Context: an optimization exercise on an open-source flow, tuned for small area. The choices shown serve that exercise and are no tape-out recipe.
Function was checked by simulation only, so behaviour that the tests miss may differ from the original.

==> module rxuart, before the edit <==
module rxuart(i_clk, i_reset, i_setup, i_uart_rx, o_wr, o_data, o_break,
			o_parity_err, o_frame_err, o_ck_uart);
	input	wire		i_clk, i_reset;
	input	wire	[29:0]	i_setup;
	input	wire		i_uart_rx;
	output	reg		o_wr;
	output	reg	[7:0]	o_data;
	output	reg		o_break;
	output	reg		o_parity_err, o_frame_err;
	output	wire		o_ck_uart;
	reg	[3:0]	state;
	wire	[15:0]	r_baud_in = i_setup[15:0];
	wire	[1:0]	data_bits   = i_setup[29:28];
	wire		dblstop     = i_setup[27];
	wire		use_parity  = i_setup[26];
	wire		fixd_parity = i_setup[25];
	wire		parity_even = i_setup[24];
	reg	[15:0]	baud_counter;
	reg		zero_baud_counter;
	reg	q_uart, qq_uart, ck_uart;
	always @(posedge i_clk)
	begin
		q_uart <= i_uart_rx;
		qq_uart <= q_uart;
		ck_uart <= qq_uart;
	end
	assign	o_ck_uart = ck_uart;
	reg	[19:0]	chg_count;
	reg		cmp_break, cmp_half, chg_restart, rb_zero, rb_one;
	wire		chg_done = (chg_restart) ? rb_zero : cmp_break;
	wire		half_ok  = (chg_restart) ? rb_one  : cmp_half;
	wire		restart = (i_reset)||(qq_uart != ck_uart);
	wire	[19:0]	chg_next = (restart) ? 20'h1
				: ((chg_done) ? chg_count : chg_count + 20'h1);
	always @(posedge i_clk)
	begin
		chg_count   <= chg_next;
		chg_restart <= restart;
		cmp_break   <= (chg_next > { r_baud_in, 4'h0 });
		cmp_half    <= (r_baud_in[15:1] != 15'h0)
				&& (chg_next >= { 5'h0, r_baud_in[15:1] });
	end
	always @(posedge i_clk)
		if (state >= 4'he)
		begin
			rb_zero <= (r_baud_in == 16'h0);
			rb_one  <= (r_baud_in[15:1] == 15'h1);
		end
	always @(posedge i_clk)
		o_break <= chg_done && !ck_uart;
	reg	line_synch;
	always @(posedge i_clk)
		line_synch <= chg_done && ck_uart;
	reg	half_baud_time;
	always @(posedge i_clk)
		half_baud_time <= (!ck_uart) && half_ok;
	always @(posedge i_clk)
	begin
		if (i_reset)
			state <= 4'he;
		else if (state == 4'he)
		begin
			if (line_synch)
				state <= 4'hf;
		end else if (o_break)
			state <= 4'hd;
		else if (state == 4'hd)
		begin
			if (ck_uart)
				state <= 4'hf;
		end else if (state == 4'hf)
		begin
			if ((!ck_uart)&&(half_baud_time))
				state <= { 2'b00, data_bits };
		end else if (zero_baud_counter)
		begin
			if (state < 4'h7)
				state <= state + 1;
			else if (state == 4'h7)
				state <= (use_parity) ? 4'h8:4'h9;
			else if (state == 4'h8)
				state <= 4'h9;
			else if (state == 4'h9)
			begin
				if (!ck_uart)
					state <= 4'he;
				else if (dblstop)
					state <= 4'ha;
				else
					state <= 4'hf;
			end else begin
				if (!ck_uart)
					state <= 4'he;
				else
					state <= 4'hf;
			end
		end
	end
	reg	[7:0]	data_reg;
	always @(posedge i_clk)
		if ((zero_baud_counter)&&(state != 4'h8)
				&&(state != 4'h9))
			case (data_bits)
			2'b00: data_reg <= { ck_uart, data_reg[7:1] };
			2'b01: data_reg <= { 1'b0, ck_uart, data_reg[6:1] };
			2'b10: data_reg <= { 2'b0, ck_uart, data_reg[5:1] };
			2'b11: data_reg <= { 3'b0, ck_uart, data_reg[4:1] };
			endcase
	reg		calc_parity;
	always @(posedge i_clk)
		if (state == 4'hf)
			calc_parity <= 0;
		else if (zero_baud_counter)
			calc_parity <= calc_parity ^ ck_uart;
	always @(posedge i_clk)
		if ((zero_baud_counter)&&(state == 4'h8))
		begin
			if (fixd_parity)
				o_parity_err <= (ck_uart ^ parity_even);
			else if (parity_even)
				o_parity_err <= (calc_parity != ck_uart);
			else
				o_parity_err <= (calc_parity == ck_uart);
		end else if (state >= 4'hd)
			o_parity_err <= 1'b0;
	always @(posedge i_clk)
		if ((zero_baud_counter)&&((state == 4'h9)
						||(state == 4'ha)))
			o_frame_err <= (o_frame_err)||(!ck_uart);
		else if ((zero_baud_counter)||(state >= 4'hd))
			o_frame_err <= 1'b0;
	reg	pre_wr, data_ev;
	always @(posedge i_clk)
		if (i_reset)
			pre_wr <= 1'b0;
		else if ((zero_baud_counter)&&(state == 4'h9))
			pre_wr <= 1'b1;
		else if ((zero_baud_counter)||(state == 4'hf))
			pre_wr <= 1'b0;
	always @(posedge i_clk)
		data_ev <= (i_reset)||((zero_baud_counter)&&(state == 4'h9));
	always @(posedge i_clk)
		if (data_ev)
			o_data <= (pre_wr) ? data_reg : 8'h00;
	always @(posedge i_clk)
		if ((zero_baud_counter)||(state == 4'hf))
			o_wr <= (pre_wr)&&(!i_reset);
		else
			o_wr <= 1'b0;
	always @(posedge i_clk)
		if ((i_reset)||(zero_baud_counter)||(state >= 4'hd))
			baud_counter <= r_baud_in;
		else
			baud_counter <= baud_counter - 16'h1;
	always @(posedge i_clk)
		if (state == 4'hf)
			zero_baud_counter <= 1'b0;
		else
			zero_baud_counter <= (baud_counter == 16'h2);
endmodule
==> flow/config.mk <==
export PLATFORM = sky130hd
export DESIGN_NAME = wbuart
export DESIGN_NICKNAME = wbuart
export VERILOG_FILES = /design/flow/design.v
export SDC_FILE = /design/flow/constraint.sdc
export NUM_CORES = 4
export LEC_CHECK = 0
export CAP_MARGIN = 20
export CORE_MARGIN = 2
export CORE_UTILIZATION = 60
export SLEW_MARGIN = 20
==> flow/constraint.sdc <==
create_clock -name core_clock -period 10.0 [get_ports {i_clk}]
set_input_delay 2.0000 -clock core_clock [delete_from_list [all_inputs] [get_ports {i_clk}]]
set_output_delay 2.0000 -clock core_clock [all_outputs]
set_load 0.01 [all_outputs]
standard.sh (not shown) runs the stock make flow with config.mk's settings and CLKGATE_MAP_FILE= SYNTH_SCRIPT=/design/flow/synth_recipe.tcl, a recipe that flattens the netlist after the stock synthesis.
==> flow/flow/run.sh <==
#!/bin/bash
# Standard ORFS layout with two changes: ports get the smallest buffer
# (sky130_fd_sc_hd__buf_1), and clock tree synthesis clusters the sinks
# without dummy loads.  All of ORFS's output goes to standard.log here and
# to the per-step logs under orfs/logs/.
set -euo pipefail
export BUFFER_PORTS_ARGS="-buffer_cell sky130_fd_sc_hd__buf_1"
export CTS_ARGS="-sink_clustering_enable -repair_clock_nets -dont_use_dummy_load -sink_clustering_size 20 -sink_clustering_max_diameter 80"
bash standard.sh > standard.log 2>&1
Edit:
--- a/flow/design.v
+++ b/flow/design.v
@@ -239,16 +239,17 @@
 		end
 	end
 	reg	[7:0]	data_reg;
 	always @(posedge i_clk)
-		if ((zero_baud_counter)&&(state != 4'h8)
-				&&(state != 4'h9))
+		if ((zero_baud_counter)&&(state == 4'h9))
 			case (data_bits)
-			2'b00: data_reg <= { ck_uart, data_reg[7:1] };
-			2'b01: data_reg <= { 1'b0, ck_uart, data_reg[6:1] };
-			2'b10: data_reg <= { 2'b0, ck_uart, data_reg[5:1] };
-			2'b11: data_reg <= { 3'b0, ck_uart, data_reg[4:1] };
+			2'b00: data_reg <= data_reg;
+			2'b01: data_reg <= { 1'b0, data_reg[7:1] };
+			2'b10: data_reg <= { 2'b0, data_reg[7:2] };
+			2'b11: data_reg <= { 3'b0, data_reg[7:3] };
 			endcase
+		else if ((zero_baud_counter)&&(state != 4'h8))
+			data_reg <= { ck_uart, data_reg[7:1] };
 	reg		calc_parity;
 	always @(posedge i_clk)
 		if (state == 4'hf)
 			calc_parity <= 0;
The changed run finished with timing, DRC and antenna clean. Hold slack gets better by 28 ps. Area after synthesis is about the same. Die area barely changes. Global-route usage decreases by 0.39 points. Final area is about the same. Routed wire length grows slightly. Register-to-register slack gains 70 ps. Via count goes up slightly. Setup slack gets better by 190 ps. Non-clock buffer count goes down by 4. Synthesized cell count rises slightly.

---

== before ==
wbuart, a different RTL version from the one above (not shown whole).
Size: roughly 1600 cells after synthesis, ~480 flip-flops, about 81 I/O pins, about 0.020 sq mm of cells after synthesis.
==> module txuart, before the edit <==
module txuart(i_clk, i_reset, i_setup, i_break, i_wr, i_data,
		i_cts_n, o_uart_tx, o_busy);
	input	wire		i_clk, i_reset;
	input	wire	[30:0]	i_setup;
	input	wire		i_break;
	input	wire		i_wr;
	input	wire	[7:0]	i_data;
	input	wire		i_cts_n;
	output	reg		o_uart_tx;
	output	wire		o_busy;
	reg	[30:24]	r_fmt;
	reg	[15:0]	r_baud;
	wire	[1:0]	data_bits   = r_fmt[29:28];
	wire		dblstop     = r_fmt[27];
	wire		use_parity  = r_fmt[26];
	wire		fixd_parity = r_fmt[25];
	wire		parity_even = r_fmt[24];
	wire		hw_flow_control = !r_fmt[30];
	reg	[27:0]	baud_counter;
	reg	[3:0]	state;
	reg	[7:0]	lcl_data;
	reg		calc_parity, r_busy, zero_baud_counter;
	reg	q_cts_n, qq_cts_n, ck_cts;
	always	@(posedge i_clk)
	begin
		q_cts_n <= i_cts_n;
		qq_cts_n <= q_cts_n;
		ck_cts <= (!qq_cts_n)||(!hw_flow_control);
	end
	wire	start = (i_wr)&&(!r_busy);
	always @(posedge i_clk)
	begin
		if (i_reset)
		begin
			r_busy <= 1'b1;
			state <= 4'hf;
		end else if (i_break)
		begin
			state <= 4'he;
			r_busy <= 1'b1;
		end else if (!zero_baud_counter)
			r_busy <= 1'b1;
		else if (state == 4'he)
		begin
			state <= 4'hf;
			r_busy <= 1'b1;
		end else if (state == 4'hf)
		begin
			if (start)
			begin
				r_busy <= 1'b1;
				state <= { 2'b00, data_bits };
			end else
				r_busy <= !ck_cts;
		end else begin
			r_busy <= 1'b1;
			if (state[3] == 0)
			begin
				if (state == 4'h7)
					state <= (use_parity)?4'h8:4'h9;
				else
					state <= state + 1;
			end else if (state == 4'h8)
				state <= 4'h9;
			else if (state == 4'h9)
			begin
				if (dblstop)
					state <= 4'ha;
				else
					state <= 4'hf;
			end else
				state <= 4'hf;
		end
	end
	assign	o_busy = r_busy;
	always @(posedge i_clk)
		if (state == 4'hf)
		begin
			r_fmt  <= i_setup[30:24];
			r_baud <= i_setup[15:0];
		end
	always @(posedge i_clk)
		if (!r_busy)
			lcl_data <= i_data;
		else if (zero_baud_counter)
			lcl_data <= { 1'b0, lcl_data[7:1] };
	always @(posedge i_clk)
		if (i_reset)
			o_uart_tx <= 1'b1;
		else if ((i_break)||(start))
			o_uart_tx <= 1'b0;
		else if (zero_baud_counter)
			casez(state)
			4'b0???:	o_uart_tx <= lcl_data[0];
			4'h8:	o_uart_tx <= calc_parity;
			default:	o_uart_tx <= 1'b1;
			endcase
	always @(posedge i_clk)
		if (fixd_parity)
			calc_parity <= parity_even;
		else if (zero_baud_counter)
		begin
			if (state[3] == 0)
				calc_parity <= calc_parity ^ lcl_data[0];
			else
				calc_parity <= parity_even;
		end else if (!r_busy)
			calc_parity <= parity_even;
	always @(posedge i_clk)
	begin
		zero_baud_counter <= (baud_counter == 28'h02);
		if ((i_reset)||(i_break))
		begin
			baud_counter <= { 8'h0, r_baud, 4'h1 };
			zero_baud_counter <= 1'b0;
		end else if (!zero_baud_counter)
			baud_counter <= baud_counter - 28'h01;
		else if (state == 4'he)
			baud_counter <= { 10'h0, r_baud, 2'b01 };
		else if (state == 4'hf)
		begin
			baud_counter <= 28'h1;
			zero_baud_counter <= 1'b1;
			if (start)
			begin
				baud_counter <= { 12'h0, r_baud };
				zero_baud_counter <= 1'b0;
			end
		end else
			baud_counter <= { 12'h0, r_baud };
	end
endmodule
==> flow/config.mk <==
export PLATFORM = sky130hd
export DESIGN_NAME = wbuart
export DESIGN_NICKNAME = wbuart
export VERILOG_FILES = /design/flow/design.v
export SDC_FILE = /design/flow/constraint.sdc
export NUM_CORES = 4
export LEC_CHECK = 0
export CAP_MARGIN = 20
export CORE_MARGIN = 2
export CORE_UTILIZATION = 75
export SLEW_MARGIN = 20
==> flow/constraint.sdc <==
create_clock -name core_clock -period 10.0 [get_ports {i_clk}]
set_input_delay 2.0000 -clock core_clock [delete_from_list [all_inputs] [get_ports {i_clk}]]
set_output_delay 2.0000 -clock core_clock [all_outputs]
set_load 0.01 [all_outputs]
==> flow/flow/run.sh <==
#!/bin/bash
# Standard ORFS layout with two changes: ports get the smallest buffer
# (sky130_fd_sc_hd__buf_1), and clock tree synthesis clusters the sinks
# without dummy loads.  All of ORFS's output goes to standard.log here and
# to the per-step logs under orfs/logs/.
set -euo pipefail
export BUFFER_PORTS_ARGS="-buffer_cell sky130_fd_sc_hd__buf_1"
export CTS_ARGS="-sink_clustering_enable -repair_clock_nets -dont_use_dummy_load -sink_clustering_size 16 -sink_clustering_max_diameter 70 -buf_list sky130_fd_sc_hd__clkbuf_8"
bash standard.sh > standard.log 2>&1
Setup changes, before to after
-- flow/design.v --
<<< before, line 318
	wire		parity_even = r_fmt[24];
	wire		hw_flow_control = !r_fmt[30];
	reg	[27:0]	baud_counter;
	reg	[3:0]	state;
	reg	[7:0]	lcl_data;
>>> after, line 318
	wire		parity_even = r_fmt[24];
	wire		hw_flow_control = !r_fmt[30];
	reg	[19:0]	baud_counter;
	reg	[3:0]	state;
	reg	[7:0]	lcl_data;
<<< before, line 410
	always @(posedge i_clk)
	begin
		zero_baud_counter <= (baud_counter == 28'h02);
		if ((i_reset)||(i_break))
		begin
			baud_counter <= { 8'h0, r_baud, 4'h1 };
			zero_baud_counter <= 1'b0;
		end else if (!zero_baud_counter)
			baud_counter <= baud_counter - 28'h01;
		else if (state == 4'he)
			baud_counter <= { 10'h0, r_baud, 2'b01 };
		else if (state == 4'hf)
		begin
			baud_counter <= 28'h1;
			zero_baud_counter <= 1'b1;
			if (start)
			begin
				baud_counter <= { 12'h0, r_baud };
				zero_baud_counter <= 1'b0;
			end
		end else
			baud_counter <= { 12'h0, r_baud };
	end
endmodule
>>> after, line 410
	always @(posedge i_clk)
	begin
		zero_baud_counter <= (baud_counter == 20'h02);
		if ((i_reset)||(i_break))
		begin
			baud_counter <= { r_baud, 4'h1 };
			zero_baud_counter <= 1'b0;
		end else if (!zero_baud_counter)
			baud_counter <= baud_counter - 20'h01;
		else if (state == 4'he)
			baud_counter <= { 2'b0, r_baud, 2'b01 };
		else if (state == 4'hf)
		begin
			baud_counter <= 20'h1;
			zero_baud_counter <= 1'b1;
			if (start)
			begin
				baud_counter <= { 4'h0, r_baud };
				zero_baud_counter <= 1'b0;
			end
		end else
			baud_counter <= { 4'h0, r_baud };
	end
endmodule
before → after: met3 usage increased by 0.39 points relative to the old numbers, clock-buffer cell count held, arithmetic-cell share of the synthesized area counting full adders, half adders and majority gates held steady. before has lower largest stage delay on the critical path than after. As far as clock-pin transition on the worst setup and hold timing paths is concerned, after and before perform about the same. Part of the cycle the worst path needs came out higher on after than on before. after vs. before: clock sink total -about 1.7%, via count -3.6%.

## afterwards: timing with drivers on the ports
How much do the figures lean on ideal ports? The routed layouts below were timed once more, with nothing changed but the port constraints. Step 1 assumes that a clkbuf_16 drives the clock port and a buf_2 every other input. Step 2 moves the port delays by t, midway between the first and last clock arrival at a register: inputs arrive t later, outputs are due t later. That takes back most of the time a late clock gives input paths. Slacks: no drivers / after step 1 / after step 2; pairs: no drivers / after step 1.
run	t, ns	setup slack, ns	slew at the worst register clock pin (ns)
the first run of note 1	0.611	5.049 / 5.086 / 4.475	0.09 / 0.09
the second run of note 1	0.593	5.240 / 5.234 / 4.641	0.09 / 0.09
before	0.591	5.442 / 5.471 / 4.880	0.11 / 0.11
after	0.593	4.937 / 4.963 / 4.370	0.10 / 0.10
After both steps setup and hold are still met in every run listed. The setup slack of the second run of note 1, which loses most, moves by -0.006 ns with the drivers and by -0.599 ns with both steps.
